Context: an optimization exercise on an open-source flow, tuned for small area. The choices shown serve that exercise and are no tape-out recipe. RTL that was checked went through simulation tests only; none was proved equivalent to the original. Power is estimated from default activity; no workload was simulated.

== main ==
==> flow/design.v <==
`timescale 1ns / 1ps
module uart_stopwatch (
    input        clk,
    input        rst,
    input        btn_R,
    input        btn_L,
    input        btn_U,
    input        rx,
    output       tx,
    output [3:0] fnd_com,
    output [7:0] fnd_data
);
    reg [2:0] bcnt;
    wire      btick = (bcnt == 3'b110);
    always @(posedge clk, posedge rst) begin
        if (rst) bcnt <= 3'b010;
        else bcnt <= {bcnt[1:0], ~bcnt[2] & (bcnt[0] | ~bcnt[1])};
    end
    localparam [7:0] R_IDLE = 8'h9B, R_DONE = 8'h99, R_FIRST = 8'h08;
    reg  [7:0] rc;
    reg  [7:0] rxd;   
    wire       r_wait   = (rc == R_IDLE) | (rc == R_DONE);
    wire       rx_done  = (rc == R_DONE);
    wire       r_start  = (rc[7:5] == 3'd0);   
    wire       r_sample = btick & (rc[3:0] == 4'hF) & (rc[7:4] != 4'h0) & ~r_wait;
    always @(posedge clk, posedge rst) begin
        if (rst) rc <= R_IDLE;
        else if (r_wait) rc <= rx ? R_IDLE : R_FIRST;
        else if (btick) rc <= rc + 8'd1;
    end
    always @(posedge clk) begin
        if (r_sample) rxd <= {rx, r_start ? 7'd0 : rxd[7:1]};
    end
    reg  [7:0] tc;
    reg        busy;
    reg        tx_reg;
    reg  [7:0] dbuf;
    wire       t_idle = (tc[7:4] == 4'h1);
    wire       t_start_bit = ~tc[7] & (tc[6:4] == 3'd7);
    wire       txE;
    wire       t_go = t_idle & ~txE;
    always @(posedge clk, posedge rst) begin
        if (rst) begin
            tc     <= 8'h10;
            busy   <= 1'b0;
            tx_reg <= 1'b1;
        end else begin
            if (t_idle) tc <= txE ? 8'h10 : 8'h70;
            else if (btick) tc <= tc + 8'd1;
            busy   <= ~t_idle;
            tx_reg <= tc[7] ? dbuf[tc[6:4]] : ~t_start_bit;
        end
    end
    assign tx = tx_reg;
    reg  [3:0] H, B, T, Y, C;
    reg        cpend, wfix;
    reg  [127:0] ring;   
    wire rxE = (T == B);
    wire rxF = (T == {~B[3], B[2:0]});
    assign txE = (B == H);
    wire txF = (B == {~H[3], H[2:0]});
    wire incT = rx_done & ~rxF;
    wire incB = ~rxE & ~txF;
    wire incH = ~busy & ~txE;
    wire cap = cpend & (Y == C);          
    wire ins = (Y == T) & (~(rxF & txF) | cap);
    wire cpend_next = t_go | (cpend & ~cap);
    always @(posedge clk, posedge rst) begin
        if (rst) begin
            H <= 4'd0;
            B <= 4'd0;
            T <= 4'd0;
            Y <= 4'd0;
            cpend <= 1'b0;
            wfix  <= 1'b0;
        end else begin
            if (incH) H <= H + 4'd1;
            if (incB) B <= B + 4'd1;
            if (incT) T <= T + 4'd1;
            Y <= Y + 4'd1;
            cpend <= cpend_next;
            wfix  <= cpend_next & (wfix | incT);
        end
    end
    always @(posedge clk) begin
        ring <= {ring[119:0], (ins | (cap & wfix)) ? rxd : ring[127:120]};
        if (t_go) C <= H;
        if (cap) dbuf <= ring[127:120];
    end
    reg [1:0] cmd;
    always @(posedge clk, posedge rst) begin
        if (rst) cmd <= 2'd0;
        else if (rxE | r_start) cmd <= 2'd0;
        else if (rxd == 8'h72) cmd <= 2'd1;
        else if (rxd == 8'h6D) cmd <= 2'd2;
        else if (rxd == 8'h63) cmd <= 2'd3;
        else cmd <= 2'd0;
    end
    reg [2:0] dR, dL, dU;
    always @(posedge clk, posedge rst) begin
        if (rst) begin
            dR <= 3'd0;
            dL <= 3'd0;
            dU <= 3'd0;
        end else begin
            dR <= {btn_R & (dR[1] | dR[2]), btn_R & dR[0], btn_R & ~dR[2]};
            dL <= {btn_L & (dL[1] | dL[2]), btn_L & dL[0], btn_L & ~dL[2]};
            dU <= {btn_U & (dU[1] | dU[2]), btn_U & dU[0], btn_U & ~dU[2]};
        end
    end
    wire i_run   = (dR == 3'b110) | (cmd == 2'd1);
    wire i_mode  = (dU == 3'b110) | (cmd == 2'd2);
    wire i_clear = (dL == 3'b110) | (cmd == 2'd3);
    reg clr, mode, pause;
    always @(posedge clk, posedge rst) begin
        if (rst) begin
            clr   <= 1'b0;
            mode  <= 1'b0;
            pause <= 1'b0;
        end else if (clr) begin
            clr <= 1'b0;
        end else begin
            clr   <= i_clear;
            mode  <= mode ^ i_mode;
            pause <= pause ^ i_run;
        end
    end
    reg  [4:0] pc;
    wire       ptick = (pc == 5'd31);
    always @(posedge clk, posedge rst) begin
        if (rst) pc <= 5'd0;
        else if (~pause) begin
            if (clr) pc <= 5'd0;
            else if (ptick) pc <= 5'd1;
            else pc <= pc + 5'd1;
        end
    end
    reg [4:0] j0, j1, j2, j3;
    wire up = ~mode;
    wire e0 = up ? (j0[4] & ~j0[3]) : (~j0[4] & ~j0[0]);
    wire e1 = up ? (j1[4] & ~j1[3]) : (~j1[4] & ~j1[0]);
    wire e2 = up ? (j2[4] & ~j2[3]) : (~j2[4] & ~j2[0]);
    wire [4:0] s0 = up ? {j0[3:0], ~j0[4]} : {~j0[0], j0[4:1]};
    wire [4:0] s1 = up ? {j1[3:0], ~j1[4]} : {~j1[0], j1[4:1]};
    wire [4:0] s2 = up ? {j2[3:0], ~j2[4]} : {~j2[0], j2[4:1]};
    wire [4:0] s3 = up ? {j3[3:0], ~j3[4]} : {~j3[0], j3[4:1]};
    always @(posedge clk, posedge rst) begin
        if (rst) begin
            j0 <= 5'd0;
            j1 <= 5'd0;
            j2 <= 5'd0;
            j3 <= 5'd0;
        end else if (clr) begin
            j0 <= 5'd0;
            j1 <= 5'd0;
            j2 <= 5'd0;
            j3 <= 5'd0;
        end else if (ptick) begin
            j0 <= s0;
            if (e0) j1 <= s1;
            if (e0 & e1) j2 <= s2;
            if (e0 & e1 & e2) j3 <= s3;
        end
    end
    reg [3:0] ph;
    reg [1:0] sel;
    wire ph_last = ~ph[0] & ph[1] & ~ph[3];
    always @(posedge clk, posedge rst) begin
        if (rst) begin
            ph  <= 4'b1010;
            sel <= 2'd0;
        end else begin
            ph <= {ph[2:0], (ph[0] & ~ph[3]) | (~ph[0] & ~ph[1] & ph[3])};
            if (ph_last) sel <= sel + 2'd1;
        end
    end
    reg [4:0] dig;
    always @(*) begin
        case (sel)
            2'd0: dig = j0;
            2'd1: dig = j1;
            2'd2: dig = j2;
            default: dig = j3;
        endcase
    end
    wire [4:0] q = dig;
    wire [6:0] seg;
    assign seg[0] = (q[0] & ~q[1]) | (q[3] & ~q[4]);
    assign seg[1] = q[1] & q[4];
    assign seg[2] = q[1] & ~q[2];
    assign seg[3] = seg[0] | (~q[1] & q[2]);
    assign seg[4] = (q[0] & ~q[1]) | (q[0] & q[2]) | (~q[1] & q[2]) | (~q[3] & q[4]);
    assign seg[5] = (~q[1] & q[2]) | (q[0] & ~q[3]);
    assign seg[6] = ~q[1] & (q[2] | ~q[4]);
    assign fnd_data = {1'b1, seg};
    assign fnd_com  = ~(4'b0001 << sel);
endmodule
export LEC_CHECK = 0
export CAP_MARGIN = 20
export CORE_MARGIN = 2
export CORE_UTILIZATION = 50
export SLEW_MARGIN = 20
create_clock -name core_clock -period 20.0 [get_ports {clk}]
standard.sh (not shown) runs the stock make flow with config.mk's settings and CLKGATE_MAP_FILE= SYNTH_SCRIPT=/design/flow/synth_recipe.tcl, a recipe that flattens the netlist after the stock synthesis.
==> flow/flow/run.sh <==
#!/bin/bash
# The standard layout (standard.sh) with three changes:
#  - synthesis maps the logic with the area-oriented ABC script flow/area.abc
#    (registers are mapped before ABC, exactly as in the standard synthesis);
#  - clock tree synthesis adds no dummy loads;
#  - the port buffers are the smallest buffer cell.
set -euo pipefail
W=$PWD
cat flow/abc_override.tcl synth_recipe.tcl > synth_recipe_area.tcl
sed "s#SYNTH_SCRIPT=[^ ]*#SYNTH_SCRIPT=$W/synth_recipe_area.tcl#" standard.sh > standard_area.sh
export MY_ABC_SCRIPT=$W/flow/area.abc
export CTS_ARGS="-sink_clustering_enable -repair_clock_nets -dont_use_dummy_load -sink_clustering_size 12 -sink_clustering_max_diameter 40 -buf_list sky130_fd_sc_hd__clkbuf_4"
export BUFFER_PORTS_ARGS="-buffer_cell sky130_fd_sc_hd__buf_1"
bash standard_area.sh > standard_flow.log 2>&1
==> flow/flow/abc_override.tcl <==
# Prepended to the standard flow's synthesis script: every abc call runs the ABC script
# named by MY_ABC_SCRIPT (an area-oriented mapping) instead of ORFS's.
# Registers are mapped before abc runs, so they are the standard synthesis's.
proc abc {args} {
  set i [lsearch $args -script]
  if { $i >= 0 && [info exists ::env(MY_ABC_SCRIPT)] } {
    set args [lreplace $args [expr {$i + 1}] [expr {$i + 1}] $::env(MY_ABC_SCRIPT)]
  }
  yosys abc {*}$args
}
==> flow/flow/area.abc <==
&get -n
&st
&dc2
&syn3
&synch2
&if -K 6 -a
&mfs
&st
&dch -f
&nf -a -R 2000
&put
For the feature branch, these inputs were changed with respect to main:
--- a/flow/design.v
+++ b/flow/design.v
@@ -27,5 +27,5 @@
         if (rst) rc <= R_IDLE;
         else if (r_wait) rc <= rx ? R_IDLE : R_FIRST;
-        else if (btick) rc <= rc + 8'd1;
+        else rc <= rc + {7'd0, btick};
     end
     always @(posedge clk) begin
@@ -47,5 +47,5 @@
         end else begin
             if (t_idle) tc <= txE ? 8'h10 : 8'h70;
-            else if (btick) tc <= tc + 8'd1;
+            else tc <= tc + {7'd0, btick};
             busy   <= ~t_idle;
             tx_reg <= tc[7] ? dbuf[tc[6:4]] : ~t_start_bit;
@@ -75,7 +75,7 @@
             wfix  <= 1'b0;
         end else begin
-            if (incH) H <= H + 4'd1;
-            if (incB) B <= B + 4'd1;
-            if (incT) T <= T + 4'd1;
+            H <= H + {3'd0, incH};
+            B <= B + {3'd0, incB};
+            T <= T + {3'd0, incT};
             Y <= Y + 4'd1;
             cpend <= cpend_next;
@@ -130,9 +130,6 @@
     always @(posedge clk, posedge rst) begin
         if (rst) pc <= 5'd0;
-        else if (~pause) begin
-            if (clr) pc <= 5'd0;
-            else if (ptick) pc <= 5'd1;
-            else pc <= pc + 5'd1;
-        end
+        else if (~pause & clr) pc <= 5'd0;
+        else pc <= pc + {3'd0, ~pause & ptick, ~pause & ~ptick};   
     end
     reg [4:0] j0, j1, j2, j3;
@@ -165,12 +162,12 @@
     reg [3:0] ph;
     reg [1:0] sel;
-    wire ph_last = ~ph[0] & ph[1] & ~ph[3];
+    wire ph_last = ph[0] & ~ph[1] & ~ph[3];
     always @(posedge clk, posedge rst) begin
         if (rst) begin
-            ph  <= 4'b1010;
+            ph  <= 4'b1001;
             sel <= 2'd0;
         end else begin
-            ph <= {ph[2:0], (ph[0] & ~ph[3]) | (~ph[0] & ~ph[1] & ph[3])};
-            if (ph_last) sel <= sel + 2'd1;
+            ph <= {ph[2:0], (ph[0] & ~ph[1]) | (~ph[0] & ~ph[3]) | (ph[0] & ph[3])};
+            sel <= sel + {1'b0, ph_last};
         end
     end
Notes after the runs:
- In the metrics for main and the feature branch, the one carrying the higher part of the power in combinational logic is the feature branch.
- Higher cell area power density among main and the feature branch: main
- Area of combinational cells with multiple inputs down 2.5% in the feature branch wrt main
- Diff main -> the feature branch | sequential power | down by a few percent
- main → the feature branch: count of plain and timing-repair buffers shows an increase of 2; global-route usage over all layers shows a reduction of 0.73 points.
- Number of clock buffers inserted by TritonCTS: lower on the feature branch
- The feature branch reports a lower routed wire length per instance than main does.
- From main to the feature branch the numbers moved as follows: global-route wire length before repair now smaller; wire length decreased 550 µm.
- Relative to main, total non-filler cell area in the finished layout has gone down in the feature branch.
The RTL of main was laid out without a check of its function.

separate check: timing with driven ports:
How much do the figures lean on ideal ports? The routed layouts below were timed once more, with nothing changed but the port constraints. Step 1: set_driving_cell puts a clkbuf_16 on clk and a buf_2 on each other input, an assumption about the parent block. Step 2 adds t to the input delays and takes it off the output delays; t is the mean of the earliest and latest rising clock arrival at the registers after step 1. Input paths then give back, and output paths get back, about the clock's delay inside the block. Slacks: no drivers / after step 1 / after step 2; pairs: no drivers / after step 1.
run	t, ns	setup WS [ns]	slew at the worst register clock pin (ns)	pins driven straight from the clock port
main	0.636	13.381 / 13.347 / 13.983	0.12 / 0.12	1
the feature branch	0.627	13.522 / 13.489 / 14.117	0.11 / 0.11	1
After both steps every run listed still meets setup and hold.
